Source: an optimization exercise on an open RTL-to-GDS flow (aim: small area and a short achievable clock period). Production flows keep margins and buffers that such runs may drop. At most, simulation tests tie the RTL to the original design; equivalence was not proved. No functional check of the RTL was part of run 1. Power and IR drop assume default switching activity.

==> flow/design.v (outline; a module is shown in full before it is edited, if it fits) <==
// module pe: 46 lines
// module mac_0_16: 318 lines
// module mac_16_17: 360 lines
// module mac_17_17: 361 lines
// module mac_17_18: 373 lines
// module csa_fa: 4 lines
// module csa_ha: 4 lines
// module pp_nor: 3 lines
// module inv8: 3 lines
// module skew_buffer: 25 lines
// module systolic_array: 34 lines
// module matrix_accelerator: 32 lines
module matrix_accelerator(
    input  wire        clk,
    input  wire        rst,
    input  wire        load_weight,
    input  wire [31:0] activation_in,
    output wire [95:0] result_out
);
  // ...
==> flow/flow/run.sh <==
#!/bin/bash
# The standard layout (standard.sh), with plain buffers on the ports in place
# of the delay cells that buffer_ports picks by default. Every port still gets
# its own buffer. make's full output goes to standard.log in this folder.
set -euo pipefail
export BUFFER_PORTS_ARGS="-buffer_cell sky130_fd_sc_hd__buf_2"
bash standard.sh > standard.log 2>&1
==> flow/standard.sh <==
#!/bin/bash
# synth_recipe.tcl (not shown) runs the flow's synth.tcl, then flattens the netlist and writes it again
# the make line also repeats each setting of config.mk as NAME=value (left out here)
make -C /OpenROAD-flow-scripts/flow DESIGN_CONFIG=/design/flow/config.mk WORK_HOME=/design/flow/orfs CLKGATE_MAP_FILE= SYNTH_SCRIPT=/design/flow/synth_recipe.tcl "${@:-finish}"
==> flow/config.mk <==
export PLATFORM = sky130hd
export DESIGN_NAME = matrix_accelerator
export DESIGN_NICKNAME = matrix_accelerator
export VERILOG_FILES = /design/flow/design.v
export SDC_FILE = /design/flow/constraint.sdc
export NUM_CORES = 4
export LEC_CHECK = 0
export CAP_MARGIN = 20
export CORE_MARGIN = 2
export CORE_UTILIZATION = 40
export CTS_CLUSTER_DIAMETER = 120
export CTS_CLUSTER_SIZE = 22
export SETUP_SLACK_MARGIN = 3.5
export SLEW_MARGIN = 20
export SYNTH_HIERARCHICAL = 1
export SYNTH_MINIMUM_KEEP_SIZE = 0
==> flow/constraint.sdc <==
create_clock -name core_clock -period 8.0 [get_ports {clk}]
set_input_delay 1.6000 -clock core_clock [delete_from_list [all_inputs] [get_ports {clk}]]
set_output_delay 1.6000 -clock core_clock [all_outputs]
set_load 0.01 [all_outputs]
==> impl_metrics.csv, run 1 <==
group,metric,value,unit
outcome,outcome,"finished clean",
logic_synthesis,syn_area,45900,um2
floorplan,start_util,0.403,
final_layout,stdcell_area,50300,um2
power,powerDensity,382,nW/um2
final_layout,largest_register,"array_core.ROW.c3.out_e",
place,dpl_cell_area,48200,um2
final_layout,clk_share,0.0184,
floorplan,dieWidth,343,um
drt,wl_per_cell,17.5,um
timing,period_share,0.562,
worst_setup_path,end_kind,"register",
drt,dr_wl_met3,4050,um
worst_setup_path,critPathCapture,"array_core.ROW[0].c0.out_e[15]",
worst_setup_path,path_common_cell,"fa_2",
worst_setup_path,cp.depth,13,
final_layout,final_common_cell,"nor2_1",
power,p_leak,22.6,nW
worst_setup_path,r2r_cells,14,
final_layout,final_cell_mix,"881 x nor2_1, 776 x fa_1, 479 x inv_1",
logic_synthesis,synth_warnings,16,
place,pre_cts_slack,2.77,ns
global_routing,track_usage,0.185,
timing,finClkSkew,0.0258,ns
worst_setup_path,crit_path_max_fanout,6,
hold_path,whs_path_depth,0,
global_routing,grt_pass1_vias,32900,
clock_network,clock_sinks,545,
place,port_buffers,130,
final_layout,clock_buffers,51,
global_routing,grt_overflow,0,
place,dp.cells,5914,
timing,rsz0062_at_grt,"yes",
timing,slew_violations,0,
worst_setup_path,slowest_stage,"fa_1",
final_layout,nNonClkBuffers,204,
final_layout,multi_input_area,31000,um2
timing,relSlewSlack,0.308,
==> module mac_0_16, before the edit <==
module mac_0_16 (
    input  wire [7:0] a,
    input  wire [7:0] b,
    input  wire se,       
    input  wire sy,       
    output wire [15:0] d
);
    wire [7:0] an, bn;    
    inv8 ua (.a(a), .y(an));
    inv8 ub (.a(b), .y(bn));
    wire t0;
    pp_nor ut0 (.a(an[0]), .b(bn[0]), .y(t0));
    wire t1;
    pp_nor ut1 (.a(an[0]), .b(bn[1]), .y(t1));
    wire t2;
    pp_nor ut2 (.a(an[0]), .b(bn[2]), .y(t2));
    wire t3;
    pp_nor ut3 (.a(an[0]), .b(bn[3]), .y(t3));
    wire t4;
    pp_nor ut4 (.a(an[0]), .b(bn[4]), .y(t4));
    wire t5;
    pp_nor ut5 (.a(an[0]), .b(bn[5]), .y(t5));
    wire t6;
    pp_nor ut6 (.a(an[0]), .b(bn[6]), .y(t6));
    wire t7 = ~(a[0] & b[7]);
    wire t8;
    pp_nor ut8 (.a(an[1]), .b(bn[0]), .y(t8));
    wire t9;
    pp_nor ut9 (.a(an[1]), .b(bn[1]), .y(t9));
    wire t10;
    pp_nor ut10 (.a(an[1]), .b(bn[2]), .y(t10));
    wire t11;
    pp_nor ut11 (.a(an[1]), .b(bn[3]), .y(t11));
    wire t12;
    pp_nor ut12 (.a(an[1]), .b(bn[4]), .y(t12));
    wire t13;
    pp_nor ut13 (.a(an[1]), .b(bn[5]), .y(t13));
    wire t14;
    pp_nor ut14 (.a(an[1]), .b(bn[6]), .y(t14));
    wire t15 = ~(a[1] & b[7]);
    wire t16;
    pp_nor ut16 (.a(an[2]), .b(bn[0]), .y(t16));
    wire t17;
    pp_nor ut17 (.a(an[2]), .b(bn[1]), .y(t17));
    wire t18;
    pp_nor ut18 (.a(an[2]), .b(bn[2]), .y(t18));
    wire t19;
    pp_nor ut19 (.a(an[2]), .b(bn[3]), .y(t19));
    wire t20;
    pp_nor ut20 (.a(an[2]), .b(bn[4]), .y(t20));
    wire t21;
    pp_nor ut21 (.a(an[2]), .b(bn[5]), .y(t21));
    wire t22;
    pp_nor ut22 (.a(an[2]), .b(bn[6]), .y(t22));
    wire t23 = ~(a[2] & b[7]);
    wire t24;
    pp_nor ut24 (.a(an[3]), .b(bn[0]), .y(t24));
    wire t25;
    pp_nor ut25 (.a(an[3]), .b(bn[1]), .y(t25));
    wire t26;
    pp_nor ut26 (.a(an[3]), .b(bn[2]), .y(t26));
    wire t27;
    pp_nor ut27 (.a(an[3]), .b(bn[3]), .y(t27));
    wire t28;
    pp_nor ut28 (.a(an[3]), .b(bn[4]), .y(t28));
    wire t29;
    pp_nor ut29 (.a(an[3]), .b(bn[5]), .y(t29));
    wire t30;
    pp_nor ut30 (.a(an[3]), .b(bn[6]), .y(t30));
    wire t31 = ~(a[3] & b[7]);
    wire t32;
    pp_nor ut32 (.a(an[4]), .b(bn[0]), .y(t32));
    wire t33;
    pp_nor ut33 (.a(an[4]), .b(bn[1]), .y(t33));
    wire t34;
    pp_nor ut34 (.a(an[4]), .b(bn[2]), .y(t34));
    wire t35;
    pp_nor ut35 (.a(an[4]), .b(bn[3]), .y(t35));
    wire t36;
    pp_nor ut36 (.a(an[4]), .b(bn[4]), .y(t36));
    wire t37;
    pp_nor ut37 (.a(an[4]), .b(bn[5]), .y(t37));
    wire t38;
    pp_nor ut38 (.a(an[4]), .b(bn[6]), .y(t38));
    wire t39 = ~(a[4] & b[7]);
    wire t40;
    pp_nor ut40 (.a(an[5]), .b(bn[0]), .y(t40));
    wire t41;
    pp_nor ut41 (.a(an[5]), .b(bn[1]), .y(t41));
    wire t42;
    pp_nor ut42 (.a(an[5]), .b(bn[2]), .y(t42));
    wire t43;
    pp_nor ut43 (.a(an[5]), .b(bn[3]), .y(t43));
    wire t44;
    pp_nor ut44 (.a(an[5]), .b(bn[4]), .y(t44));
    wire t45;
    pp_nor ut45 (.a(an[5]), .b(bn[5]), .y(t45));
    wire t46;
    pp_nor ut46 (.a(an[5]), .b(bn[6]), .y(t46));
    wire t47 = ~(a[5] & b[7]);
    wire t48;
    pp_nor ut48 (.a(an[6]), .b(bn[0]), .y(t48));
    wire t49;
    pp_nor ut49 (.a(an[6]), .b(bn[1]), .y(t49));
    wire t50;
    pp_nor ut50 (.a(an[6]), .b(bn[2]), .y(t50));
    wire t51;
    pp_nor ut51 (.a(an[6]), .b(bn[3]), .y(t51));
    wire t52;
    pp_nor ut52 (.a(an[6]), .b(bn[4]), .y(t52));
    wire t53;
    pp_nor ut53 (.a(an[6]), .b(bn[5]), .y(t53));
    wire t54;
    pp_nor ut54 (.a(an[6]), .b(bn[6]), .y(t54));
    wire t55 = ~(a[6] & b[7]);
    wire t56 = ~(a[7] & b[0]);
    wire t57 = ~(a[7] & b[1]);
    wire t58 = ~(a[7] & b[2]);
    wire t59 = ~(a[7] & b[3]);
    wire t60 = ~(a[7] & b[4]);
    wire t61 = ~(a[7] & b[5]);
    wire t62 = ~(a[7] & b[6]);
    wire t63;
    pp_nor ut63 (.a(an[7]), .b(bn[7]), .y(t63));
    wire t64, t65;
    csa_ha ut64 (.a(t2), .b(t9), .s(t64), .co(t65));
    wire t66, t67;
    csa_fa ut66 (.a(t3), .b(t10), .c(t17), .s(t66), .co(t67));
    wire t68, t69;
    csa_ha ut68 (.a(t24), .b(t65), .s(t68), .co(t69));
    wire t70, t71;
    csa_fa ut70 (.a(t4), .b(t11), .c(t18), .s(t70), .co(t71));
    wire t72, t73;
    csa_fa ut72 (.a(t25), .b(t32), .c(t67), .s(t72), .co(t73));
    wire t74, t75;
    csa_ha ut74 (.a(t69), .b(t70), .s(t74), .co(t75));
    wire t76, t77;
    csa_fa ut76 (.a(t5), .b(t12), .c(t19), .s(t76), .co(t77));
    wire t78, t79;
    csa_fa ut78 (.a(t26), .b(t33), .c(t40), .s(t78), .co(t79));
    wire t80, t81;
    csa_fa ut80 (.a(t71), .b(t76), .c(t78), .s(t80), .co(t81));
    wire t82, t83;
    csa_ha ut82 (.a(t75), .b(t73), .s(t82), .co(t83));
    wire t84, t85;
    csa_fa ut84 (.a(t6), .b(t13), .c(t20), .s(t84), .co(t85));
    wire t86, t87;
    csa_fa ut86 (.a(t27), .b(t34), .c(t41), .s(t86), .co(t87));
    wire t88, t89;
    csa_fa ut88 (.a(t48), .b(t77), .c(t79), .s(t88), .co(t89));
    wire t90, t91;
    csa_fa ut90 (.a(t84), .b(t86), .c(t81), .s(t90), .co(t91));
    wire t92, t93;
    csa_ha ut92 (.a(t88), .b(t83), .s(t92), .co(t93));
    wire t94, t95;
    csa_fa ut94 (.a(t7), .b(t14), .c(t21), .s(t94), .co(t95));
    wire t96, t97;
    csa_fa ut96 (.a(t28), .b(t35), .c(t42), .s(t96), .co(t97));
    wire t98, t99;
    csa_fa ut98 (.a(t49), .b(t56), .c(t85), .s(t98), .co(t99));
    wire t100, t101;
    csa_fa ut100 (.a(t87), .b(t94), .c(t96), .s(t100), .co(t101));
    wire t102, t103;
    csa_fa ut102 (.a(t89), .b(t98), .c(t100), .s(t102), .co(t103));
    wire t104, t105;
    csa_ha ut104 (.a(t91), .b(t93), .s(t104), .co(t105));
    wire t106 = ~(t15 ^ t22);
    wire t107 = t15 | t22;
    wire t108, t109;
    csa_fa ut108 (.a(t29), .b(t36), .c(t43), .s(t108), .co(t109));
    wire t110, t111;
    csa_fa ut110 (.a(t50), .b(t57), .c(t95), .s(t110), .co(t111));
    wire t112, t113;
    csa_fa ut112 (.a(t97), .b(t106), .c(t108), .s(t112), .co(t113));
    wire t114, t115;
    csa_fa ut114 (.a(t99), .b(t101), .c(t110), .s(t114), .co(t115));
    wire t116, t117;
    csa_fa ut116 (.a(t112), .b(t103), .c(t114), .s(t116), .co(t117));
    wire t118, t119;
    csa_fa ut118 (.a(t23), .b(t30), .c(t37), .s(t118), .co(t119));
    wire t120, t121;
    csa_fa ut120 (.a(t44), .b(t51), .c(t58), .s(t120), .co(t121));
    wire t122, t123;
    csa_fa ut122 (.a(t107), .b(t109), .c(t118), .s(t122), .co(t123));
    wire t124, t125;
    csa_fa ut124 (.a(t120), .b(t111), .c(t113), .s(t124), .co(t125));
    wire t126, t127;
    csa_fa ut126 (.a(t122), .b(t115), .c(t124), .s(t126), .co(t127));
    wire t128, t129;
    csa_fa ut128 (.a(t31), .b(t38), .c(t45), .s(t128), .co(t129));
    wire t130, t131;
    csa_fa ut130 (.a(t52), .b(t59), .c(t119), .s(t130), .co(t131));
    wire t132, t133;
    csa_fa ut132 (.a(t121), .b(t128), .c(t123), .s(t132), .co(t133));
    wire t134, t135;
    csa_fa ut134 (.a(t130), .b(t125), .c(t132), .s(t134), .co(t135));
    wire t136, t137;
    csa_fa ut136 (.a(t39), .b(t46), .c(t53), .s(t136), .co(t137));
    wire t138, t139;
    csa_fa ut138 (.a(t60), .b(t129), .c(t136), .s(t138), .co(t139));
    wire t140, t141;
    csa_fa ut140 (.a(t131), .b(t138), .c(t133), .s(t140), .co(t141));
    wire t142, t143;
    csa_fa ut142 (.a(t47), .b(t54), .c(t61), .s(t142), .co(t143));
    wire t144, t145;
    csa_fa ut144 (.a(t137), .b(t142), .c(t139), .s(t144), .co(t145));
    wire t146, t147;
    csa_fa ut146 (.a(t55), .b(t62), .c(t143), .s(t146), .co(t147));
    wire t148 = t0 & 1'b0;
    wire t149 = t1 & t8;
    wire t150 = t16 & t64;
    wire t151 = t66 & t68;
    wire t152 = t72 & t74;
    wire t153 = t80 & t82;
    wire t154 = t90 & t92;
    wire t155 = t102 & t104;
    wire t156 = t105 & t116;
    wire t157 = t117 & t126;
    wire t158 = t127 & t134;
    wire t159 = t135 & t140;
    wire t160 = t141 & t144;
    wire t161 = t145 & t146;
    wire t162 = t63 & t147;
    wire t163 = 1'b1 & 1'b0;
    wire t164 = t0 ^ 1'b0;
    wire t165 = t1 ^ t8;
    wire t166 = t16 ^ t64;
    wire t167 = t66 ^ t68;
    wire t168 = t72 ^ t74;
    wire t169 = t80 ^ t82;
    wire t170 = t90 ^ t92;
    wire t171 = t102 ^ t104;
    wire t172 = t105 ^ t116;
    wire t173 = t117 ^ t126;
    wire t174 = t127 ^ t134;
    wire t175 = t135 ^ t140;
    wire t176 = t141 ^ t144;
    wire t177 = t145 ^ t146;
    wire t178 = t63 ^ t147;
    wire t179 = 1'b1 ^ 1'b0;
    wire t180 = t149 | (t165 & t148);
    wire t181 = t150 | (t166 & t180);
    wire t182 = t151 | (t167 & t181);
    wire t183 = t152 | (t168 & t182);
    wire t184 = t153 | (t169 & t183);
    wire t185 = t154 | (t170 & t184);
    wire t186 = t156 | (t172 & t155);
    wire t187 = t172 & t171;
    wire t188 = t157 | (t173 & t156);
    wire t189 = t173 & t172;
    wire t190 = t158 | (t174 & t157);
    wire t191 = t174 & t173;
    wire t192 = t159 | (t175 & t158);
    wire t193 = t175 & t174;
    wire t194 = t160 | (t176 & t159);
    wire t195 = t176 & t175;
    wire t196 = t161 | (t177 & t160);
    wire t197 = t177 & t176;
    wire t198 = t162 | (t178 & t161);
    wire t199 = t178 & t177;
    wire t200 = t163 | (t179 & t162);
    wire t201 = t179 & t178;
    wire t202 = t188 | (t189 & t155);
    wire t203 = t189 & t171;
    wire t204 = t190 | (t191 & t186);
    wire t205 = t191 & t187;
    wire t206 = t192 | (t193 & t188);
    wire t207 = t193 & t189;
    wire t208 = t194 | (t195 & t190);
    wire t209 = t195 & t191;
    wire t210 = t196 | (t197 & t192);
    wire t211 = t197 & t193;
    wire t212 = t198 | (t199 & t194);
    wire t213 = t199 & t195;
    wire t214 = t200 | (t201 & t196);
    wire t215 = t201 & t197;
    wire t216 = t206 | (t207 & t155);
    wire t217 = t207 & t171;
    wire t218 = t208 | (t209 & t186);
    wire t219 = t209 & t187;
    wire t220 = t210 | (t211 & t202);
    wire t221 = t211 & t203;
    wire t222 = t212 | (t213 & t204);
    wire t223 = t213 & t205;
    wire t224 = t214 | (t215 & t206);
    wire t225 = t215 & t207;
    wire t226 = t224 | (t225 & t155);
    wire t227 = t225 & t171;
    wire t228 = t155 | (t171 & t185);
    wire t229 = t186 | (t187 & t185);
    wire t230 = t202 | (t203 & t185);
    wire t231 = t204 | (t205 & t185);
    wire t232 = t216 | (t217 & t185);
    wire t233 = t218 | (t219 & t185);
    wire t234 = t220 | (t221 & t185);
    wire t235 = t222 | (t223 & t185);
    wire t236 = t226 | (t227 & t185);
    wire t237 = t165 ^ t148;
    wire t238 = t166 ^ t180;
    wire t239 = t167 ^ t181;
    wire t240 = t168 ^ t182;
    wire t241 = t169 ^ t183;
    wire t242 = t170 ^ t184;
    wire t243 = t171 ^ t185;
    wire t244 = t172 ^ t228;
    wire t245 = t173 ^ t229;
    wire t246 = t174 ^ t230;
    wire t247 = t175 ^ t231;
    wire t248 = t176 ^ t232;
    wire t249 = t177 ^ t233;
    wire t250 = t178 ^ t234;
    wire t251 = t179 ^ t235;
    wire [15:0] ra = {1'b1, t63, t145, t141, t135, t127, t117, t105, t102, t90, t80, t72, t66, t16, t1, t0};
    wire [15:0] rb = {1'b0, t147, t146, t144, t140, t134, t126, t116, t104, t92, t82, t74, t68, t64, t8, 1'b0};
    wire [15:0] y = {t251, t250, t249, t248, t247, t246, t245, t244, t243, t242, t241, t240, t239, t238, t237, t164};
    wire [15:0] e_ext = 16'd0;
    assign d = ({16{se}} & e_ext) | ({16{sy}} & y);
endmodule
==> module mac_16_17, before the edit <==
module mac_16_17 (
    input  wire [7:0] a,
    input  wire [7:0] b,
    input  wire [15:0] e,
    input  wire se,       
    input  wire sy,       
    output wire [16:0] d
);
    wire [7:0] an, bn;    
    inv8 ua (.a(a), .y(an));
    inv8 ub (.a(b), .y(bn));
    wire t0;
    pp_nor ut0 (.a(an[0]), .b(bn[0]), .y(t0));
    wire t1;
    pp_nor ut1 (.a(an[0]), .b(bn[1]), .y(t1));
    wire t2;
    pp_nor ut2 (.a(an[0]), .b(bn[2]), .y(t2));
    wire t3;
    pp_nor ut3 (.a(an[0]), .b(bn[3]), .y(t3));
    wire t4;
    pp_nor ut4 (.a(an[0]), .b(bn[4]), .y(t4));
    wire t5;
    pp_nor ut5 (.a(an[0]), .b(bn[5]), .y(t5));
    wire t6;
    pp_nor ut6 (.a(an[0]), .b(bn[6]), .y(t6));
    wire t7 = ~(a[0] & b[7]);
    wire t8;
    pp_nor ut8 (.a(an[1]), .b(bn[0]), .y(t8));
    wire t9;
    pp_nor ut9 (.a(an[1]), .b(bn[1]), .y(t9));
    wire t10;
    pp_nor ut10 (.a(an[1]), .b(bn[2]), .y(t10));
    wire t11;
    pp_nor ut11 (.a(an[1]), .b(bn[3]), .y(t11));
    wire t12;
    pp_nor ut12 (.a(an[1]), .b(bn[4]), .y(t12));
    wire t13;
    pp_nor ut13 (.a(an[1]), .b(bn[5]), .y(t13));
    wire t14;
    pp_nor ut14 (.a(an[1]), .b(bn[6]), .y(t14));
    wire t15 = ~(a[1] & b[7]);
    wire t16;
    pp_nor ut16 (.a(an[2]), .b(bn[0]), .y(t16));
    wire t17;
    pp_nor ut17 (.a(an[2]), .b(bn[1]), .y(t17));
    wire t18;
    pp_nor ut18 (.a(an[2]), .b(bn[2]), .y(t18));
    wire t19;
    pp_nor ut19 (.a(an[2]), .b(bn[3]), .y(t19));
    wire t20;
    pp_nor ut20 (.a(an[2]), .b(bn[4]), .y(t20));
    wire t21;
    pp_nor ut21 (.a(an[2]), .b(bn[5]), .y(t21));
    wire t22;
    pp_nor ut22 (.a(an[2]), .b(bn[6]), .y(t22));
    wire t23 = ~(a[2] & b[7]);
    wire t24;
    pp_nor ut24 (.a(an[3]), .b(bn[0]), .y(t24));
    wire t25;
    pp_nor ut25 (.a(an[3]), .b(bn[1]), .y(t25));
    wire t26;
    pp_nor ut26 (.a(an[3]), .b(bn[2]), .y(t26));
    wire t27;
    pp_nor ut27 (.a(an[3]), .b(bn[3]), .y(t27));
    wire t28;
    pp_nor ut28 (.a(an[3]), .b(bn[4]), .y(t28));
    wire t29;
    pp_nor ut29 (.a(an[3]), .b(bn[5]), .y(t29));
    wire t30;
    pp_nor ut30 (.a(an[3]), .b(bn[6]), .y(t30));
    wire t31 = ~(a[3] & b[7]);
    wire t32;
    pp_nor ut32 (.a(an[4]), .b(bn[0]), .y(t32));
    wire t33;
    pp_nor ut33 (.a(an[4]), .b(bn[1]), .y(t33));
    wire t34;
    pp_nor ut34 (.a(an[4]), .b(bn[2]), .y(t34));
    wire t35;
    pp_nor ut35 (.a(an[4]), .b(bn[3]), .y(t35));
    wire t36;
    pp_nor ut36 (.a(an[4]), .b(bn[4]), .y(t36));
    wire t37;
    pp_nor ut37 (.a(an[4]), .b(bn[5]), .y(t37));
    wire t38;
    pp_nor ut38 (.a(an[4]), .b(bn[6]), .y(t38));
    wire t39 = ~(a[4] & b[7]);
    wire t40;
    pp_nor ut40 (.a(an[5]), .b(bn[0]), .y(t40));
    wire t41;
    pp_nor ut41 (.a(an[5]), .b(bn[1]), .y(t41));
    wire t42;
    pp_nor ut42 (.a(an[5]), .b(bn[2]), .y(t42));
    wire t43;
    pp_nor ut43 (.a(an[5]), .b(bn[3]), .y(t43));
    wire t44;
    pp_nor ut44 (.a(an[5]), .b(bn[4]), .y(t44));
    wire t45;
    pp_nor ut45 (.a(an[5]), .b(bn[5]), .y(t45));
    wire t46;
    pp_nor ut46 (.a(an[5]), .b(bn[6]), .y(t46));
    wire t47 = ~(a[5] & b[7]);
    wire t48;
    pp_nor ut48 (.a(an[6]), .b(bn[0]), .y(t48));
    wire t49;
    pp_nor ut49 (.a(an[6]), .b(bn[1]), .y(t49));
    wire t50;
    pp_nor ut50 (.a(an[6]), .b(bn[2]), .y(t50));
    wire t51;
    pp_nor ut51 (.a(an[6]), .b(bn[3]), .y(t51));
    wire t52;
    pp_nor ut52 (.a(an[6]), .b(bn[4]), .y(t52));
    wire t53;
    pp_nor ut53 (.a(an[6]), .b(bn[5]), .y(t53));
    wire t54;
    pp_nor ut54 (.a(an[6]), .b(bn[6]), .y(t54));
    wire t55 = ~(a[6] & b[7]);
    wire t56 = ~(a[7] & b[0]);
    wire t57 = ~(a[7] & b[1]);
    wire t58 = ~(a[7] & b[2]);
    wire t59 = ~(a[7] & b[3]);
    wire t60 = ~(a[7] & b[4]);
    wire t61 = ~(a[7] & b[5]);
    wire t62 = ~(a[7] & b[6]);
    wire t63;
    pp_nor ut63 (.a(an[7]), .b(bn[7]), .y(t63));
    wire t64 = ~e[15];
    wire t65, t66;
    csa_ha ut65 (.a(e[1]), .b(t1), .s(t65), .co(t66));
    wire t67, t68;
    csa_fa ut67 (.a(e[2]), .b(t2), .c(t9), .s(t67), .co(t68));
    wire t69, t70;
    csa_ha ut69 (.a(t16), .b(t66), .s(t69), .co(t70));
    wire t71, t72;
    csa_fa ut71 (.a(e[3]), .b(t3), .c(t10), .s(t71), .co(t72));
    wire t73, t74;
    csa_fa ut73 (.a(t17), .b(t24), .c(t68), .s(t73), .co(t74));
    wire t75, t76;
    csa_ha ut75 (.a(t70), .b(t71), .s(t75), .co(t76));
    wire t77, t78;
    csa_fa ut77 (.a(e[4]), .b(t4), .c(t11), .s(t77), .co(t78));
    wire t79, t80;
    csa_fa ut79 (.a(t18), .b(t25), .c(t32), .s(t79), .co(t80));
    wire t81, t82;
    csa_fa ut81 (.a(t72), .b(t77), .c(t79), .s(t81), .co(t82));
    wire t83, t84;
    csa_ha ut83 (.a(t76), .b(t74), .s(t83), .co(t84));
    wire t85, t86;
    csa_fa ut85 (.a(e[5]), .b(t5), .c(t12), .s(t85), .co(t86));
    wire t87, t88;
    csa_fa ut87 (.a(t19), .b(t26), .c(t33), .s(t87), .co(t88));
    wire t89, t90;
    csa_fa ut89 (.a(t40), .b(t78), .c(t80), .s(t89), .co(t90));
    wire t91, t92;
    csa_fa ut91 (.a(t85), .b(t87), .c(t82), .s(t91), .co(t92));
    wire t93, t94;
    csa_ha ut93 (.a(t89), .b(t84), .s(t93), .co(t94));
    wire t95, t96;
    csa_fa ut95 (.a(e[6]), .b(t6), .c(t13), .s(t95), .co(t96));
    wire t97, t98;
    csa_fa ut97 (.a(t20), .b(t27), .c(t34), .s(t97), .co(t98));
    wire t99, t100;
    csa_fa ut99 (.a(t41), .b(t48), .c(t86), .s(t99), .co(t100));
    wire t101, t102;
    csa_fa ut101 (.a(t88), .b(t95), .c(t97), .s(t101), .co(t102));
    wire t103, t104;
    csa_fa ut103 (.a(t90), .b(t99), .c(t101), .s(t103), .co(t104));
    wire t105, t106;
    csa_ha ut105 (.a(t92), .b(t94), .s(t105), .co(t106));
    wire t107, t108;
    csa_fa ut107 (.a(e[7]), .b(t7), .c(t14), .s(t107), .co(t108));
    wire t109, t110;
    csa_fa ut109 (.a(t21), .b(t28), .c(t35), .s(t109), .co(t110));
    wire t111, t112;
    csa_fa ut111 (.a(t42), .b(t49), .c(t56), .s(t111), .co(t112));
    wire t113, t114;
    csa_fa ut113 (.a(t96), .b(t98), .c(t107), .s(t113), .co(t114));
    wire t115, t116;
    csa_fa ut115 (.a(t109), .b(t111), .c(t100), .s(t115), .co(t116));
    wire t117, t118;
    csa_fa ut117 (.a(t102), .b(t113), .c(t115), .s(t117), .co(t118));
    wire t119, t120;
    csa_ha ut119 (.a(t104), .b(t106), .s(t119), .co(t120));
    wire t121 = ~(e[8] ^ t15);
    wire t122 = e[8] | t15;
    wire t123, t124;
    csa_fa ut123 (.a(t22), .b(t29), .c(t36), .s(t123), .co(t124));
    wire t125, t126;
    csa_fa ut125 (.a(t43), .b(t50), .c(t57), .s(t125), .co(t126));
    wire t127, t128;
    csa_fa ut127 (.a(t108), .b(t110), .c(t112), .s(t127), .co(t128));
    wire t129, t130;
    csa_fa ut129 (.a(t121), .b(t123), .c(t125), .s(t129), .co(t130));
    wire t131, t132;
    csa_fa ut131 (.a(t114), .b(t127), .c(t129), .s(t131), .co(t132));
    wire t133, t134;
    csa_fa ut133 (.a(t116), .b(t131), .c(t118), .s(t133), .co(t134));
    wire t135, t136;
    csa_fa ut135 (.a(e[9]), .b(t23), .c(t30), .s(t135), .co(t136));
    wire t137, t138;
    csa_fa ut137 (.a(t37), .b(t44), .c(t51), .s(t137), .co(t138));
    wire t139, t140;
    csa_fa ut139 (.a(t58), .b(t122), .c(t124), .s(t139), .co(t140));
    wire t141, t142;
    csa_fa ut141 (.a(t126), .b(t135), .c(t137), .s(t141), .co(t142));
    wire t143, t144;
    csa_fa ut143 (.a(t128), .b(t130), .c(t139), .s(t143), .co(t144));
    wire t145, t146;
    csa_fa ut145 (.a(t141), .b(t132), .c(t143), .s(t145), .co(t146));
    wire t147, t148;
    csa_fa ut147 (.a(e[10]), .b(t31), .c(t38), .s(t147), .co(t148));
    wire t149, t150;
    csa_fa ut149 (.a(t45), .b(t52), .c(t59), .s(t149), .co(t150));
    wire t151, t152;
    csa_fa ut151 (.a(t136), .b(t138), .c(t147), .s(t151), .co(t152));
    wire t153, t154;
    csa_fa ut153 (.a(t149), .b(t140), .c(t142), .s(t153), .co(t154));
    wire t155, t156;
    csa_fa ut155 (.a(t151), .b(t144), .c(t153), .s(t155), .co(t156));
    wire t157, t158;
    csa_fa ut157 (.a(e[11]), .b(t39), .c(t46), .s(t157), .co(t158));
    wire t159, t160;
    csa_fa ut159 (.a(t53), .b(t60), .c(t148), .s(t159), .co(t160));
    wire t161, t162;
    csa_fa ut161 (.a(t150), .b(t157), .c(t152), .s(t161), .co(t162));
    wire t163, t164;
    csa_fa ut163 (.a(t159), .b(t154), .c(t161), .s(t163), .co(t164));
    wire t165, t166;
    csa_fa ut165 (.a(e[12]), .b(t47), .c(t54), .s(t165), .co(t166));
    wire t167, t168;
    csa_fa ut167 (.a(t61), .b(t158), .c(t165), .s(t167), .co(t168));
    wire t169, t170;
    csa_fa ut169 (.a(t160), .b(t167), .c(t162), .s(t169), .co(t170));
    wire t171, t172;
    csa_fa ut171 (.a(e[13]), .b(t55), .c(t62), .s(t171), .co(t172));
    wire t173, t174;
    csa_fa ut173 (.a(t166), .b(t171), .c(t168), .s(t173), .co(t174));
    wire t175, t176;
    csa_fa ut175 (.a(e[14]), .b(t63), .c(t172), .s(t175), .co(t176));
    wire t177 = t0 & e[0];
    wire t178 = t8 & t65;
    wire t179 = t67 & t69;
    wire t180 = t73 & t75;
    wire t181 = t81 & t83;
    wire t182 = t91 & t93;
    wire t183 = t103 & t105;
    wire t184 = t117 & t119;
    wire t185 = t120 & t133;
    wire t186 = t134 & t145;
    wire t187 = t146 & t155;
    wire t188 = t156 & t163;
    wire t189 = t164 & t169;
    wire t190 = t170 & t173;
    wire t191 = t174 & t175;
    wire t192 = t64 & t176;
    wire t193 = 1'b1 & 1'b0;
    wire t194 = t0 ^ e[0];
    wire t195 = t8 ^ t65;
    wire t196 = t67 ^ t69;
    wire t197 = t73 ^ t75;
    wire t198 = t81 ^ t83;
    wire t199 = t91 ^ t93;
    wire t200 = t103 ^ t105;
    wire t201 = t117 ^ t119;
    wire t202 = t120 ^ t133;
    wire t203 = t134 ^ t145;
    wire t204 = t146 ^ t155;
    wire t205 = t156 ^ t163;
    wire t206 = t164 ^ t169;
    wire t207 = t170 ^ t173;
    wire t208 = t174 ^ t175;
    wire t209 = t64 ^ t176;
    wire t210 = 1'b1 ^ 1'b0;
    wire t211 = t178 | (t195 & t177);
    wire t212 = t179 | (t196 & t211);
    wire t213 = t180 | (t197 & t212);
    wire t214 = t181 | (t198 & t213);
    wire t215 = t182 | (t199 & t214);
    wire t216 = t183 | (t200 & t215);
    wire t217 = t185 | (t202 & t184);
    wire t218 = t202 & t201;
    wire t219 = t186 | (t203 & t185);
    wire t220 = t203 & t202;
    wire t221 = t187 | (t204 & t186);
    wire t222 = t204 & t203;
    wire t223 = t188 | (t205 & t187);
    wire t224 = t205 & t204;
    wire t225 = t189 | (t206 & t188);
    wire t226 = t206 & t205;
    wire t227 = t190 | (t207 & t189);
    wire t228 = t207 & t206;
    wire t229 = t191 | (t208 & t190);
    wire t230 = t208 & t207;
    wire t231 = t192 | (t209 & t191);
    wire t232 = t209 & t208;
    wire t233 = t193 | (t210 & t192);
    wire t234 = t210 & t209;
    wire t235 = t219 | (t220 & t184);
    wire t236 = t220 & t201;
    wire t237 = t221 | (t222 & t217);
    wire t238 = t222 & t218;
    wire t239 = t223 | (t224 & t219);
    wire t240 = t224 & t220;
    wire t241 = t225 | (t226 & t221);
    wire t242 = t226 & t222;
    wire t243 = t227 | (t228 & t223);
    wire t244 = t228 & t224;
    wire t245 = t229 | (t230 & t225);
    wire t246 = t230 & t226;
    wire t247 = t231 | (t232 & t227);
    wire t248 = t232 & t228;
    wire t249 = t233 | (t234 & t229);
    wire t250 = t234 & t230;
    wire t251 = t239 | (t240 & t184);
    wire t252 = t240 & t201;
    wire t253 = t241 | (t242 & t217);
    wire t254 = t242 & t218;
    wire t255 = t243 | (t244 & t235);
    wire t256 = t244 & t236;
    wire t257 = t245 | (t246 & t237);
    wire t258 = t246 & t238;
    wire t259 = t247 | (t248 & t239);
    wire t260 = t248 & t240;
    wire t261 = t249 | (t250 & t241);
    wire t262 = t250 & t242;
    wire t263 = t259 | (t260 & t184);
    wire t264 = t260 & t201;
    wire t265 = t261 | (t262 & t217);
    wire t266 = t262 & t218;
    wire t267 = t184 | (t201 & t216);
    wire t268 = t217 | (t218 & t216);
    wire t269 = t235 | (t236 & t216);
    wire t270 = t237 | (t238 & t216);
    wire t271 = t251 | (t252 & t216);
    wire t272 = t253 | (t254 & t216);
    wire t273 = t255 | (t256 & t216);
    wire t274 = t257 | (t258 & t216);
    wire t275 = t263 | (t264 & t216);
    wire t276 = t265 | (t266 & t216);
    wire t277 = t195 ^ t177;
    wire t278 = t196 ^ t211;
    wire t279 = t197 ^ t212;
    wire t280 = t198 ^ t213;
    wire t281 = t199 ^ t214;
    wire t282 = t200 ^ t215;
    wire t283 = t201 ^ t216;
    wire t284 = t202 ^ t267;
    wire t285 = t203 ^ t268;
    wire t286 = t204 ^ t269;
    wire t287 = t205 ^ t270;
    wire t288 = t206 ^ t271;
    wire t289 = t207 ^ t272;
    wire t290 = t208 ^ t273;
    wire t291 = t209 ^ t274;
    wire t292 = t210 ^ t275;
    wire [16:0] ra = {1'b1, t64, t174, t170, t164, t156, t146, t134, t120, t117, t103, t91, t81, t73, t67, t8, t0};
    wire [16:0] rb = {1'b0, t176, t175, t173, t169, t163, t155, t145, t133, t119, t105, t93, t83, t75, t69, t65, e[0]};
    wire [16:0] y = {t292, t291, t290, t289, t288, t287, t286, t285, t284, t283, t282, t281, t280, t279, t278, t277, t194};
    wire [16:0] e_ext = {{1{e[15]}}, e};
    assign d = ({17{se}} & e_ext) | ({17{sy}} & y);
endmodule
==> inputs of run 2 (changes only) <==
--- a/flow/design.v
+++ b/flow/design.v
@@ -285,86 +285,72 @@
     wire t177 = t145 ^ t146;
     wire t178 = t63 ^ t147;
     wire t179 = 1'b1 ^ 1'b0;
     wire t180 = t149 | (t165 & t148);
     wire t181 = t150 | (t166 & t180);
     wire t182 = t151 | (t167 & t181);
     wire t183 = t152 | (t168 & t182);
     wire t184 = t153 | (t169 & t183);
-    wire t185 = t154 | (t170 & t184);
-    wire t186 = t156 | (t172 & t155);
-    wire t187 = t172 & t171;
-    wire t188 = t157 | (t173 & t156);
-    wire t189 = t173 & t172;
-    wire t190 = t158 | (t174 & t157);
-    wire t191 = t174 & t173;
-    wire t192 = t159 | (t175 & t158);
-    wire t193 = t175 & t174;
-    wire t194 = t160 | (t176 & t159);
-    wire t195 = t176 & t175;
-    wire t196 = t161 | (t177 & t160);
-    wire t197 = t177 & t176;
-    wire t198 = t162 | (t178 & t161);
-    wire t199 = t178 & t177;
-    wire t200 = t163 | (t179 & t162);
-    wire t201 = t179 & t178;
-    wire t202 = t188 | (t189 & t155);
-    wire t203 = t189 & t171;
-    wire t204 = t190 | (t191 & t186);
-    wire t205 = t191 & t187;
-    wire t206 = t192 | (t193 & t188);
-    wire t207 = t193 & t189;
-    wire t208 = t194 | (t195 & t190);
-    wire t209 = t195 & t191;
-    wire t210 = t196 | (t197 & t192);
-    wire t211 = t197 & t193;
-    wire t212 = t198 | (t199 & t194);
-    wire t213 = t199 & t195;
-    wire t214 = t200 | (t201 & t196);
-    wire t215 = t201 & t197;
-    wire t216 = t206 | (t207 & t155);
-    wire t217 = t207 & t171;
-    wire t218 = t208 | (t209 & t186);
-    wire t219 = t209 & t187;
-    wire t220 = t210 | (t211 & t202);
-    wire t221 = t211 & t203;
-    wire t222 = t212 | (t213 & t204);
-    wire t223 = t213 & t205;
-    wire t224 = t214 | (t215 & t206);
-    wire t225 = t215 & t207;
-    wire t226 = t224 | (t225 & t155);
-    wire t227 = t225 & t171;
-    wire t228 = t155 | (t171 & t185);
-    wire t229 = t186 | (t187 & t185);
-    wire t230 = t202 | (t203 & t185);
-    wire t231 = t204 | (t205 & t185);
-    wire t232 = t216 | (t217 & t185);
-    wire t233 = t218 | (t219 & t185);
-    wire t234 = t220 | (t221 & t185);
-    wire t235 = t222 | (t223 & t185);
-    wire t236 = t226 | (t227 & t185);
-    wire t237 = t165 ^ t148;
-    wire t238 = t166 ^ t180;
-    wire t239 = t167 ^ t181;
-    wire t240 = t168 ^ t182;
-    wire t241 = t169 ^ t183;
-    wire t242 = t170 ^ t184;
-    wire t243 = t171 ^ t185;
-    wire t244 = t172 ^ t228;
-    wire t245 = t173 ^ t229;
-    wire t246 = t174 ^ t230;
-    wire t247 = t175 ^ t231;
-    wire t248 = t176 ^ t232;
-    wire t249 = t177 ^ t233;
-    wire t250 = t178 ^ t234;
-    wire t251 = t179 ^ t235;
+    wire t185 = t155 | (t171 & t154);
+    wire t186 = t171 & t170;
+    wire t187 = t157 | (t173 & t156);
+    wire t188 = t173 & t172;
+    wire t189 = t159 | (t175 & t158);
+    wire t190 = t175 & t174;
+    wire t191 = t161 | (t177 & t160);
+    wire t192 = t177 & t176;
+    wire t193 = t163 | (t179 & t162);
+    wire t194 = t179 & t178;
+    wire t195 = t187 | (t188 & t185);
+    wire t196 = t188 & t186;
+    wire t197 = t191 | (t192 & t189);
+    wire t198 = t192 & t190;
+    wire t199 = t197 | (t198 & t195);
+    wire t200 = t198 & t196;
+    wire t201 = t189 | (t190 & t195);
+    wire t202 = t190 & t196;
+    wire t203 = t193 | (t194 & t199);
+    wire t204 = t194 & t200;
+    wire t205 = t156 | (t172 & t185);
+    wire t206 = t172 & t186;
+    wire t207 = t158 | (t174 & t195);
+    wire t208 = t174 & t196;
+    wire t209 = t160 | (t176 & t201);
+    wire t210 = t176 & t202;
+    wire t211 = t162 | (t178 & t199);
+    wire t212 = t178 & t200;
+    wire t213 = t154 | (t170 & t184);
+    wire t214 = t185 | (t186 & t184);
+    wire t215 = t205 | (t206 & t184);
+    wire t216 = t195 | (t196 & t184);
+    wire t217 = t207 | (t208 & t184);
+    wire t218 = t201 | (t202 & t184);
+    wire t219 = t209 | (t210 & t184);
+    wire t220 = t199 | (t200 & t184);
+    wire t221 = t211 | (t212 & t184);
+    wire t222 = t203 | (t204 & t184);
+    wire t223 = t165 ^ t148;
+    wire t224 = t166 ^ t180;
+    wire t225 = t167 ^ t181;
+    wire t226 = t168 ^ t182;
+    wire t227 = t169 ^ t183;
+    wire t228 = t170 ^ t184;
+    wire t229 = t171 ^ t213;
+    wire t230 = t172 ^ t214;
+    wire t231 = t173 ^ t215;
+    wire t232 = t174 ^ t216;
+    wire t233 = t175 ^ t217;
+    wire t234 = t176 ^ t218;
+    wire t235 = t177 ^ t219;
+    wire t236 = t178 ^ t220;
+    wire t237 = t179 ^ t221;
     wire [15:0] ra = {1'b1, t63, t145, t141, t135, t127, t117, t105, t102, t90, t80, t72, t66, t16, t1, t0};
     wire [15:0] rb = {1'b0, t147, t146, t144, t140, t134, t126, t116, t104, t92, t82, t74, t68, t64, t8, 1'b0};
-    wire [15:0] y = {t251, t250, t249, t248, t247, t246, t245, t244, t243, t242, t241, t240, t239, t238, t237, t164};
+    wire [15:0] y = {t237, t236, t235, t234, t233, t232, t231, t230, t229, t228, t227, t226, t225, t224, t223, t164};
     wire [15:0] e_ext = 16'd0;
     assign d = ({16{se}} & e_ext) | ({16{sy}} & y);
 endmodule
 module mac_16_17 (
     input  wire [7:0] a,
     input  wire [7:0] b,
     input  wire [15:0] e,
     input  wire se,       
@@ -635,96 +621,76 @@
     wire t208 = t174 ^ t175;
     wire t209 = t64 ^ t176;
     wire t210 = 1'b1 ^ 1'b0;
     wire t211 = t178 | (t195 & t177);
     wire t212 = t179 | (t196 & t211);
     wire t213 = t180 | (t197 & t212);
     wire t214 = t181 | (t198 & t213);
     wire t215 = t182 | (t199 & t214);
-    wire t216 = t183 | (t200 & t215);
-    wire t217 = t185 | (t202 & t184);
-    wire t218 = t202 & t201;
-    wire t219 = t186 | (t203 & t185);
-    wire t220 = t203 & t202;
-    wire t221 = t187 | (t204 & t186);
-    wire t222 = t204 & t203;
-    wire t223 = t188 | (t205 & t187);
-    wire t224 = t205 & t204;
-    wire t225 = t189 | (t206 & t188);
-    wire t226 = t206 & t205;
-    wire t227 = t190 | (t207 & t189);
-    wire t228 = t207 & t206;
-    wire t229 = t191 | (t208 & t190);
-    wire t230 = t208 & t207;
-    wire t231 = t192 | (t209 & t191);
-    wire t232 = t209 & t208;
-    wire t233 = t193 | (t210 & t192);
-    wire t234 = t210 & t209;
-    wire t235 = t219 | (t220 & t184);
-    wire t236 = t220 & t201;
-    wire t237 = t221 | (t222 & t217);
-    wire t238 = t222 & t218;
-    wire t239 = t223 | (t224 & t219);
-    wire t240 = t224 & t220;
-    wire t241 = t225 | (t226 & t221);
-    wire t242 = t226 & t222;
-    wire t243 = t227 | (t228 & t223);
-    wire t244 = t228 & t224;
-    wire t245 = t229 | (t230 & t225);
-    wire t246 = t230 & t226;
-    wire t247 = t231 | (t232 & t227);
-    wire t248 = t232 & t228;
-    wire t249 = t233 | (t234 & t229);
-    wire t250 = t234 & t230;
-    wire t251 = t239 | (t240 & t184);
-    wire t252 = t240 & t201;
-    wire t253 = t241 | (t242 & t217);
-    wire t254 = t242 & t218;
-    wire t255 = t243 | (t244 & t235);
-    wire t256 = t244 & t236;
-    wire t257 = t245 | (t246 & t237);
-    wire t258 = t246 & t238;
-    wire t259 = t247 | (t248 & t239);
-    wire t260 = t248 & t240;
-    wire t261 = t249 | (t250 & t241);
-    wire t262 = t250 & t242;
-    wire t263 = t259 | (t260 & t184);
-    wire t264 = t260 & t201;
-    wire t265 = t261 | (t262 & t217);
-    wire t266 = t262 & t218;
-    wire t267 = t184 | (t201 & t216);
-    wire t268 = t217 | (t218 & t216);
-    wire t269 = t235 | (t236 & t216);
-    wire t270 = t237 | (t238 & t216);
-    wire t271 = t251 | (t252 & t216);
-    wire t272 = t253 | (t254 & t216);
-    wire t273 = t255 | (t256 & t216);
-    wire t274 = t257 | (t258 & t216);
-    wire t275 = t263 | (t264 & t216);
-    wire t276 = t265 | (t266 & t216);
-    wire t277 = t195 ^ t177;
-    wire t278 = t196 ^ t211;
-    wire t279 = t197 ^ t212;
-    wire t280 = t198 ^ t213;
-    wire t281 = t199 ^ t214;
-    wire t282 = t200 ^ t215;
-    wire t283 = t201 ^ t216;
-    wire t284 = t202 ^ t267;
-    wire t285 = t203 ^ t268;
-    wire t286 = t204 ^ t269;
-    wire t287 = t205 ^ t270;
-    wire t288 = t206 ^ t271;
-    wire t289 = t207 ^ t272;
-    wire t290 = t208 ^ t273;
-    wire t291 = t209 ^ t274;
-    wire t292 = t210 ^ t275;
+    wire t216 = t184 | (t201 & t183);
+    wire t217 = t201 & t200;
+    wire t218 = t186 | (t203 & t185);
+    wire t219 = t203 & t202;
+    wire t220 = t188 | (t205 & t187);
+    wire t221 = t205 & t204;
+    wire t222 = t190 | (t207 & t189);
+    wire t223 = t207 & t206;
+    wire t224 = t192 | (t209 & t191);
+    wire t225 = t209 & t208;
+    wire t226 = t218 | (t219 & t216);
+    wire t227 = t219 & t217;
+    wire t228 = t222 | (t223 & t220);
+    wire t229 = t223 & t221;
+    wire t230 = t228 | (t229 & t226);
+    wire t231 = t229 & t227;
+    wire t232 = t220 | (t221 & t226);
+    wire t233 = t221 & t227;
+    wire t234 = t224 | (t225 & t230);
+    wire t235 = t225 & t231;
+    wire t236 = t185 | (t202 & t216);
+    wire t237 = t202 & t217;
+    wire t238 = t187 | (t204 & t226);
+    wire t239 = t204 & t227;
+    wire t240 = t189 | (t206 & t232);
+    wire t241 = t206 & t233;
+    wire t242 = t191 | (t208 & t230);
+    wire t243 = t208 & t231;
+    wire t244 = t193 | (t210 & t234);
+    wire t245 = t210 & t235;
+    wire t246 = t183 | (t200 & t215);
+    wire t247 = t216 | (t217 & t215);
+    wire t248 = t236 | (t237 & t215);
+    wire t249 = t226 | (t227 & t215);
+    wire t250 = t238 | (t239 & t215);
+    wire t251 = t232 | (t233 & t215);
+    wire t252 = t240 | (t241 & t215);
+    wire t253 = t230 | (t231 & t215);
+    wire t254 = t242 | (t243 & t215);
+    wire t255 = t234 | (t235 & t215);
+    wire t256 = t244 | (t245 & t215);
+    wire t257 = t195 ^ t177;
+    wire t258 = t196 ^ t211;
+    wire t259 = t197 ^ t212;
+    wire t260 = t198 ^ t213;
+    wire t261 = t199 ^ t214;
+    wire t262 = t200 ^ t215;
+    wire t263 = t201 ^ t246;
+    wire t264 = t202 ^ t247;
+    wire t265 = t203 ^ t248;
+    wire t266 = t204 ^ t249;
+    wire t267 = t205 ^ t250;
+    wire t268 = t206 ^ t251;
+    wire t269 = t207 ^ t252;
+    wire t270 = t208 ^ t253;
+    wire t271 = t209 ^ t254;
+    wire t272 = t210 ^ t255;
     wire [16:0] ra = {1'b1, t64, t174, t170, t164, t156, t146, t134, t120, t117, t103, t91, t81, t73, t67, t8, t0};
     wire [16:0] rb = {1'b0, t176, t175, t173, t169, t163, t155, t145, t133, t119, t105, t93, t83, t75, t69, t65, e[0]};
-    wire [16:0] y = {t292, t291, t290, t289, t288, t287, t286, t285, t284, t283, t282, t281, t280, t279, t278, t277, t194};
+    wire [16:0] y = {t272, t271, t270, t269, t268, t267, t266, t265, t264, t263, t262, t261, t260, t259, t258, t257, t194};
     wire [16:0] e_ext = {{1{e[15]}}, e};
     assign d = ({17{se}} & e_ext) | ({17{sy}} & y);
 endmodule
 module mac_17_17 (
     input  wire [7:0] a,
     input  wire [7:0] b,
     input  wire [16:0] e,
     input  wire se,       
@@ -996,96 +962,76 @@
     wire t209 = t174 ^ t175;
     wire t210 = t176 ^ t177;
     wire t211 = t64 ^ e[15];
     wire t212 = t179 | (t196 & t178);
     wire t213 = t180 | (t197 & t212);
     wire t214 = t181 | (t198 & t213);
     wire t215 = t182 | (t199 & t214);
     wire t216 = t183 | (t200 & t215);
-    wire t217 = t184 | (t201 & t216);
-    wire t218 = t186 | (t203 & t185);
-    wire t219 = t203 & t202;
-    wire t220 = t187 | (t204 & t186);
-    wire t221 = t204 & t203;
-    wire t222 = t188 | (t205 & t187);
-    wire t223 = t205 & t204;
-    wire t224 = t189 | (t206 & t188);
-    wire t225 = t206 & t205;
-    wire t226 = t190 | (t207 & t189);
-    wire t227 = t207 & t206;
-    wire t228 = t191 | (t208 & t190);
-    wire t229 = t208 & t207;
-    wire t230 = t192 | (t209 & t191);
-    wire t231 = t209 & t208;
-    wire t232 = t193 | (t210 & t192);
-    wire t233 = t210 & t209;
-    wire t234 = t194 | (t211 & t193);
-    wire t235 = t211 & t210;
-    wire t236 = t220 | (t221 & t185);
-    wire t237 = t221 & t202;
-    wire t238 = t222 | (t223 & t218);
-    wire t239 = t223 & t219;
-    wire t240 = t224 | (t225 & t220);
-    wire t241 = t225 & t221;
-    wire t242 = t226 | (t227 & t222);
-    wire t243 = t227 & t223;
-    wire t244 = t228 | (t229 & t224);
-    wire t245 = t229 & t225;
-    wire t246 = t230 | (t231 & t226);
-    wire t247 = t231 & t227;
-    wire t248 = t232 | (t233 & t228);
-    wire t249 = t233 & t229;
-    wire t250 = t234 | (t235 & t230);
-    wire t251 = t235 & t231;
-    wire t252 = t240 | (t241 & t185);
-    wire t253 = t241 & t202;
-    wire t254 = t242 | (t243 & t218);
-    wire t255 = t243 & t219;
-    wire t256 = t244 | (t245 & t236);
-    wire t257 = t245 & t237;
-    wire t258 = t246 | (t247 & t238);
-    wire t259 = t247 & t239;
-    wire t260 = t248 | (t249 & t240);
-    wire t261 = t249 & t241;
-    wire t262 = t250 | (t251 & t242);
-    wire t263 = t251 & t243;
-    wire t264 = t260 | (t261 & t185);
-    wire t265 = t261 & t202;
-    wire t266 = t262 | (t263 & t218);
-    wire t267 = t263 & t219;
-    wire t268 = t185 | (t202 & t217);
-    wire t269 = t218 | (t219 & t217);
-    wire t270 = t236 | (t237 & t217);
-    wire t271 = t238 | (t239 & t217);
-    wire t272 = t252 | (t253 & t217);
-    wire t273 = t254 | (t255 & t217);
-    wire t274 = t256 | (t257 & t217);
-    wire t275 = t258 | (t259 & t217);
-    wire t276 = t264 | (t265 & t217);
-    wire t277 = t266 | (t267 & t217);
-    wire t278 = t196 ^ t178;
-    wire t279 = t197 ^ t212;
-    wire t280 = t198 ^ t213;
-    wire t281 = t199 ^ t214;
-    wire t282 = t200 ^ t215;
-    wire t283 = t201 ^ t216;
-    wire t284 = t202 ^ t217;
-    wire t285 = t203 ^ t268;
-    wire t286 = t204 ^ t269;
-    wire t287 = t205 ^ t270;
-    wire t288 = t206 ^ t271;
-    wire t289 = t207 ^ t272;
-    wire t290 = t208 ^ t273;
-    wire t291 = t209 ^ t274;
-    wire t292 = t210 ^ t275;
-    wire t293 = t211 ^ t276;
+    wire t217 = t185 | (t202 & t184);
+    wire t218 = t202 & t201;
+    wire t219 = t187 | (t204 & t186);
+    wire t220 = t204 & t203;
+    wire t221 = t189 | (t206 & t188);
+    wire t222 = t206 & t205;
+    wire t223 = t191 | (t208 & t190);
+    wire t224 = t208 & t207;
+    wire t225 = t193 | (t210 & t192);
+    wire t226 = t210 & t209;
+    wire t227 = t219 | (t220 & t217);
+    wire t228 = t220 & t218;
+    wire t229 = t223 | (t224 & t221);
+    wire t230 = t224 & t222;
+    wire t231 = t229 | (t230 & t227);
+    wire t232 = t230 & t228;
+    wire t233 = t221 | (t222 & t227);
+    wire t234 = t222 & t228;
+    wire t235 = t225 | (t226 & t231);
+    wire t236 = t226 & t232;
+    wire t237 = t186 | (t203 & t217);
+    wire t238 = t203 & t218;
+    wire t239 = t188 | (t205 & t227);
+    wire t240 = t205 & t228;
+    wire t241 = t190 | (t207 & t233);
+    wire t242 = t207 & t234;
+    wire t243 = t192 | (t209 & t231);
+    wire t244 = t209 & t232;
+    wire t245 = t194 | (t211 & t235);
+    wire t246 = t211 & t236;
+    wire t247 = t184 | (t201 & t216);
+    wire t248 = t217 | (t218 & t216);
+    wire t249 = t237 | (t238 & t216);
+    wire t250 = t227 | (t228 & t216);
+    wire t251 = t239 | (t240 & t216);
+    wire t252 = t233 | (t234 & t216);
+    wire t253 = t241 | (t242 & t216);
+    wire t254 = t231 | (t232 & t216);
+    wire t255 = t243 | (t244 & t216);
+    wire t256 = t235 | (t236 & t216);
+    wire t257 = t245 | (t246 & t216);
+    wire t258 = t196 ^ t178;
+    wire t259 = t197 ^ t212;
+    wire t260 = t198 ^ t213;
+    wire t261 = t199 ^ t214;
+    wire t262 = t200 ^ t215;
+    wire t263 = t201 ^ t216;
+    wire t264 = t202 ^ t247;
+    wire t265 = t203 ^ t248;
+    wire t266 = t204 ^ t249;
+    wire t267 = t205 ^ t250;
+    wire t268 = t206 ^ t251;
+    wire t269 = t207 ^ t252;
+    wire t270 = t208 ^ t253;
+    wire t271 = t209 ^ t254;
+    wire t272 = t210 ^ t255;
+    wire t273 = t211 ^ t256;
     wire [16:0] ra = {t64, t176, t174, t170, t164, t156, t146, t134, t120, t117, t103, t91, t81, t73, t67, t8, t0};
     wire [16:0] rb = {e[15], t177, t175, t173, t169, t163, t155, t145, t133, t119, t105, t93, t83, t75, t69, t65, e[0]};
-    wire [16:0] y = {t293, t292, t291, t290, t289, t288, t287, t286, t285, t284, t283, t282, t281, t280, t279, t278, t195};
+    wire [16:0] y = {t273, t272, t271, t270, t269, t268, t267, t266, t265, t264, t263, t262, t261, t260, t259, t258, t195};
     wire [16:0] e_ext = {{0{e[16]}}, e};
     assign d = ({17{se}} & e_ext) | ({17{sy}} & y);
 endmodule
 module mac_17_18 (
     input  wire [7:0] a,
     input  wire [7:0] b,
     input  wire [16:0] e,
     input  wire se,       
@@ -1359,106 +1305,84 @@
     wire t211 = t176 ^ t177;
     wire t212 = t64 ^ e[15];
     wire t213 = 1'b1 ^ 1'b0;
     wire t214 = t179 | (t197 & t178);
     wire t215 = t180 | (t198 & t214);
     wire t216 = t181 | (t199 & t215);
     wire t217 = t182 | (t200 & t216);
     wire t218 = t183 | (t201 & t217);
-    wire t219 = t184 | (t202 & t218);
-    wire t220 = t186 | (t204 & t185);
-    wire t221 = t204 & t203;
-    wire t222 = t187 | (t205 & t186);
-    wire t223 = t205 & t204;
-    wire t224 = t188 | (t206 & t187);
-    wire t225 = t206 & t205;
-    wire t226 = t189 | (t207 & t188);
-    wire t227 = t207 & t206;
-    wire t228 = t190 | (t208 & t189);
-    wire t229 = t208 & t207;
-    wire t230 = t191 | (t209 & t190);
-    wire t231 = t209 & t208;
-    wire t232 = t192 | (t210 & t191);
-    wire t233 = t210 & t209;
-    wire t234 = t193 | (t211 & t192);
-    wire t235 = t211 & t210;
-    wire t236 = t194 | (t212 & t193);
-    wire t237 = t212 & t211;
-    wire t238 = t195 | (t213 & t194);
-    wire t239 = t213 & t212;
-    wire t240 = t222 | (t223 & t185);
-    wire t241 = t223 & t203;
-    wire t242 = t224 | (t225 & t220);
-    wire t243 = t225 & t221;
-    wire t244 = t226 | (t227 & t222);
-    wire t245 = t227 & t223;
-    wire t246 = t228 | (t229 & t224);
-    wire t247 = t229 & t225;
-    wire t248 = t230 | (t231 & t226);
-    wire t249 = t231 & t227;
-    wire t250 = t232 | (t233 & t228);
-    wire t251 = t233 & t229;
-    wire t252 = t234 | (t235 & t230);
-    wire t253 = t235 & t231;
-    wire t254 = t236 | (t237 & t232);
-    wire t255 = t237 & t233;
-    wire t256 = t238 | (t239 & t234);
-    wire t257 = t239 & t235;
-    wire t258 = t244 | (t245 & t185);
-    wire t259 = t245 & t203;
-    wire t260 = t246 | (t247 & t220);
-    wire t261 = t247 & t221;
-    wire t262 = t248 | (t249 & t240);
-    wire t263 = t249 & t241;
-    wire t264 = t250 | (t251 & t242);
-    wire t265 = t251 & t243;
-    wire t266 = t252 | (t253 & t244);
-    wire t267 = t253 & t245;
-    wire t268 = t254 | (t255 & t246);
-    wire t269 = t255 & t247;
-    wire t270 = t256 | (t257 & t248);
-    wire t271 = t257 & t249;
-    wire t272 = t266 | (t267 & t185);
-    wire t273 = t267 & t203;
-    wire t274 = t268 | (t269 & t220);
-    wire t275 = t269 & t221;
-    wire t276 = t270 | (t271 & t240);
-    wire t277 = t271 & t241;
-    wire t278 = t185 | (t203 & t219);
-    wire t279 = t220 | (t221 & t219);
-    wire t280 = t240 | (t241 & t219);
-    wire t281 = t242 | (t243 & t219);
-    wire t282 = t258 | (t259 & t219);
-    wire t283 = t260 | (t261 & t219);
-    wire t284 = t262 | (t263 & t219);
-    wire t285 = t264 | (t265 & t219);
-    wire t286 = t272 | (t273 & t219);
-    wire t287 = t274 | (t275 & t219);
-    wire t288 = t276 | (t277 & t219);
-    wire t289 = t197 ^ t178;
-    wire t290 = t198 ^ t214;
-    wire t291 = t199 ^ t215;
-    wire t292 = t200 ^ t216;
-    wire t293 = t201 ^ t217;
-    wire t294 = t202 ^ t218;
-    wire t295 = t203 ^ t219;
-    wire t296 = t204 ^ t278;
-    wire t297 = t205 ^ t279;
-    wire t298 = t206 ^ t280;
-    wire t299 = t207 ^ t281;
-    wire t300 = t208 ^ t282;
-    wire t301 = t209 ^ t283;
-    wire t302 = t210 ^ t284;
-    wire t303 = t211 ^ t285;
-    wire t304 = t212 ^ t286;
-    wire t305 = t213 ^ t287;
+    wire t219 = t185 | (t203 & t184);
+    wire t220 = t203 & t202;
+    wire t221 = t187 | (t205 & t186);
+    wire t222 = t205 & t204;
+    wire t223 = t189 | (t207 & t188);
+    wire t224 = t207 & t206;
+    wire t225 = t191 | (t209 & t190);
+    wire t226 = t209 & t208;
+    wire t227 = t193 | (t211 & t192);
+    wire t228 = t211 & t210;
+    wire t229 = t195 | (t213 & t194);
+    wire t230 = t213 & t212;
+    wire t231 = t221 | (t222 & t219);
+    wire t232 = t222 & t220;
+    wire t233 = t225 | (t226 & t223);
+    wire t234 = t226 & t224;
+    wire t235 = t229 | (t230 & t227);
+    wire t236 = t230 & t228;
+    wire t237 = t233 | (t234 & t231);
+    wire t238 = t234 & t232;
+    wire t239 = t235 | (t236 & t237);
+    wire t240 = t236 & t238;
+    wire t241 = t223 | (t224 & t231);
+    wire t242 = t224 & t232;
+    wire t243 = t227 | (t228 & t237);
+    wire t244 = t228 & t238;
+    wire t245 = t186 | (t204 & t219);
+    wire t246 = t204 & t220;
+    wire t247 = t188 | (t206 & t231);
+    wire t248 = t206 & t232;
+    wire t249 = t190 | (t208 & t241);
+    wire t250 = t208 & t242;
+    wire t251 = t192 | (t210 & t237);
+    wire t252 = t210 & t238;
+    wire t253 = t194 | (t212 & t243);
+    wire t254 = t212 & t244;
+    wire t255 = t184 | (t202 & t218);
+    wire t256 = t219 | (t220 & t218);
+    wire t257 = t245 | (t246 & t218);
+    wire t258 = t231 | (t232 & t218);
+    wire t259 = t247 | (t248 & t218);
+    wire t260 = t241 | (t242 & t218);
+    wire t261 = t249 | (t250 & t218);
+    wire t262 = t237 | (t238 & t218);
+    wire t263 = t251 | (t252 & t218);
+    wire t264 = t243 | (t244 & t218);
+    wire t265 = t253 | (t254 & t218);
+    wire t266 = t239 | (t240 & t218);
+    wire t267 = t197 ^ t178;
+    wire t268 = t198 ^ t214;
+    wire t269 = t199 ^ t215;
+    wire t270 = t200 ^ t216;
+    wire t271 = t201 ^ t217;
+    wire t272 = t202 ^ t218;
+    wire t273 = t203 ^ t255;
+    wire t274 = t204 ^ t256;
+    wire t275 = t205 ^ t257;
+    wire t276 = t206 ^ t258;
+    wire t277 = t207 ^ t259;
+    wire t278 = t208 ^ t260;
+    wire t279 = t209 ^ t261;
+    wire t280 = t210 ^ t262;
+    wire t281 = t211 ^ t263;
+    wire t282 = t212 ^ t264;
+    wire t283 = t213 ^ t265;
     wire [17:0] ra = {1'b1, t64, t176, t174, t170, t164, t156, t146, t134, t120, t117, t103, t91, t81, t73, t67, t8, t0};
     wire [17:0] rb = {1'b0, e[15], t177, t175, t173, t169, t163, t155, t145, t133, t119, t105, t93, t83, t75, t69, t65, e[0]};
-    wire [17:0] y = {t305, t304, t303, t302, t301, t300, t299, t298, t297, t296, t295, t294, t293, t292, t291, t290, t289, t196};
+    wire [17:0] y = {t283, t282, t281, t280, t279, t278, t277, t276, t275, t274, t273, t272, t271, t270, t269, t268, t267, t196};
     wire [17:0] e_ext = {{1{e[16]}}, e};
     assign d = ({18{se}} & e_ext) | ({18{sy}} & y);
 endmodule
 module csa_fa (input wire a, input wire b, input wire c, output wire s, output wire co);
     assign s  = a ^ b ^ c;
     assign co = (a & b) | (a & c) | (b & c);
 endmodule
 module csa_ha (input wire a, input wire b, output wire s, output wire co);
--- a/flow/config.mk
+++ b/flow/config.mk
@@ -5,12 +5,13 @@
 export SDC_FILE = /design/flow/constraint.sdc
 export NUM_CORES = 4
 export LEC_CHECK = 0
 export CAP_MARGIN = 20
 export CORE_MARGIN = 2
 export CORE_UTILIZATION = 40
 export CTS_CLUSTER_DIAMETER = 120
 export CTS_CLUSTER_SIZE = 22
+export PLACE_DENSITY = 0.7
 export SETUP_SLACK_MARGIN = 3.5
 export SLEW_MARGIN = 20
 export SYNTH_HIERARCHICAL = 1
 export SYNTH_MINIMUM_KEEP_SIZE = 0
==> impl_metrics.csv, run 2 <==
group,metric,value,unit
outcome,outcome,"finished clean",
floorplan,num_rows,125,
final_layout,largest_register,"array_core.ROW.c3.out_e",
worst_setup_path,crit_path_max_fanout,7,
timing,fmax,229,MHz
job,maxCapViolCount,0,
logic_synthesis,syn_area,46400,um2
drt,num_vias,31600,
power,ir_drop,0.000244,V
clock_network,cts_tree,"done",
final_layout,regArea,12900,um2
floorplan,dieArea,119000,um2
floorplan,die_h,345,um
logic_synthesis,synth_warnings,16,
power,powerDensity,371,nW/um2
timing,rsz0062_at_grt,"no",
global_routing,grt_max_degree,167,
global_routing,track_usage,0.181,
worst_setup_path,r2r_setup_slack,3.63,ns
final_layout,reg_top3,"array_core.ROW.c3.out_e x72, array_core.ROW.c1.out_e x68, array_core.ROW.c2.out_e x68",
drt,dr.pass1.iters,7,
global_routing,grt_overflow,0,
worst_setup_path,startpoint_type,"register",
power,p_leak,22.5,nW
final_layout,n_fill_cell,10800,
clock_network,worstSkewPairLatency,0.65,ns
final_layout,final_cell_mix,"848 x nor2_1, 796 x fa_1, 508 x inv_1",
place,port_buffers,130,
worst_setup_path,r2r_cells,13,
drt,wirelength,104000,um
final_layout,areaGrowthSynthToFinish,7.76,%
timing,period_share,0.546,
global_routing,grt_pass1_vias,33500,
final_layout,final_nets,5703,
timing,slew_violations,0,
timing,final.setup.worst_slack,3.63,ns
final_layout,drive_above_1_share,0.0955,
drt,drt_iter0_drc,1968,
drt,via_per_inst,5.17,
clock_network,clock_sinks,545,
timing,relSlewSlack,0.366,
hold_path,worstHoldStart,"skew_unit.d2_1[0]",
worst_setup_path,worstReg2RegEnd,"array_core.ROW[3].c1.out_e[14]",
logic_synthesis,netlist_instances,4446,
hold_path,hp-class,"reg -> reg",
timing,setup_tns,0,ns
worst_setup_path,end_kind,"register",
global_routing,antenna_found_initial,2,
place,gp_congestion,0.917,
power,power_switching_share,0.464,
logic_synthesis,syn_nets,5589,
clock_network,cts_inserted_buffers,30,
final_layout,largest_reg_flops,72,
floorplan,start_util,0.401,
clock_network,clk_pin_slew_worst_paths,0.10,ns
power,seq_power_share,0.207,
worst_setup_path,timing.rr.start,"array_core.ROW[2].c1.S.q[0]",
final_layout,multi_input_area,31100,um2
clock_network,clk_path_buf_depth,3,
hold_path,hold_path_end,"skew_unit.d2_2[0]",
worst_setup_path,cp_data_required_time,8.54,ns
drt,post-route-drc-count,0,
power,total_power,0.0186,W
floorplan,dieWidth,345,um
floorplan,ioPinCount,131,
drt,dr_wl_met3,5300,um
global_routing,grt_pass1_wl,174000,um
drt,ant_nets,0,
worst_setup_path,criticalPathCategory,"reg -> reg",
floorplan,core,116000,um2
timing,hold_violations,0,
drt,top_layer_used,"met5",
place,pre_cts_slack,2.98,ns
power,switching_power,0.00862,W
place,dp_hpwl,83800,um
power,p_int,0.00997,W
timing,final.min_clock_period,4.37,ns
clock_network,cts-root-buf,"clkbuf_16",
logic_synthesis,synth_area_per_cell,10.4,um2
timing,setup_viol,0,
drt,wl_met2,51200,um
timing,tightestPinTransition,0.950,ns
power,p_clk_frac,0.092,
clock_network,cts-hold-fix-buffers,0,
drt,wl_per_cell,17.1,um
clock_network,h-tree-depth,1,
drt,wl_met1,45800,um
power,combPwrFrac,0.701,
worst_setup_path,worstPathArrival,4.91,ns
final_layout,final_common_cell,"nor2_1",
hold_path,whs_path_depth,0,
timing,finClkSkew,0.0237,ns
run 2: area by class of cell:
class | count | area share
diodes | 2 | 0.000100
multi-input cells | 3231 | 0.621
clock buffers | 52 | 0.0171
clock inverters | 4 | 0.00118
repair buffers | 161 | 0.0187
flip-flops and latches | 545 | 0.258
inverters | 591 | 0.0452
well taps | 1524 | 0.0381
run 2: repair_timing:
action | 4_1_cts | 5_1_grt
endpoints found under the hold margin | 0 | 0
gates resized for setup | 2 | 114
setup buffers | 0 | 25
pin swaps | 1 | 11
setup endpoints to repair | 4 | 63
gates cloned | 0 | 0
run 2: routing by layer:
layer	vias to the layer above	GRT usage
met1	16200	0.251
li1	14400	-
met2	857	0.308
met3	138	0.0227
met5	-	0
met4	2	0.0363
run 2: worst max-delay path by stage:
stage | from | to | slack (ns)
CTS | array_core.ROW[3].c3.weight_reg[1] | array_core.ROW[3].c3.out_e[17] | 3.50
detailed placement | activation_in[1] | array_core.ROW[0].c0.out_e[13] | 2.98
global route | array_core.ROW[1].c3.S.q[2] | array_core.ROW[2].c3.out_e[14] | 3.47
floorplan | activation_in[1] | array_core.ROW[0].c0.out_e[12] | 3.24
global placement | activation_in[5] | array_core.ROW[0].c0.out_e[13] | 3.07
finish | array_core.ROW[2].c1.S.q[0] | array_core.ROW[3].c1.out_e[14] | 3.63
run 2: worst max-delay path, stage by stage (launching register included):
cell     delay (ns)
dfrtp_1        0.46
inv_2          0.15
nor2_1         0.07
fa_1           0.40
fa_1           0.39
fa_1           0.48
fa_1           0.40
fa_1           0.38
ha_1           0.39
a21oi_1        0.15
o22ai_1        0.13
o31a_1         0.29
or3_1          0.31
a32o_1         0.26
run 2: power groups by stage:
stage	clock network (W)	logic, W	registers (W)
after floorplan	0	0.0103	0.00374
after global placement	0	0.0123	0.00392
after detailed placement	0	0.0127	0.00392
after CTS	0.00177	0.0128	0.00385
after global routing	0.00187	0.0149	0.00392
final	0.00171	0.0130	0.00384
run 2: stage by stage:
step                instance area (um2)  cells   util  hold WS (ns)
detailed placement                48800   6027  0.421         0.335
floorplan                         46600   4446      -         0.331
finish                            50000   6110  0.432         0.353
global route                      50000   6109  0.432         0.363
CTS                               49700   6083  0.429         0.353
global placement                  48700   6026  0.421         0.333
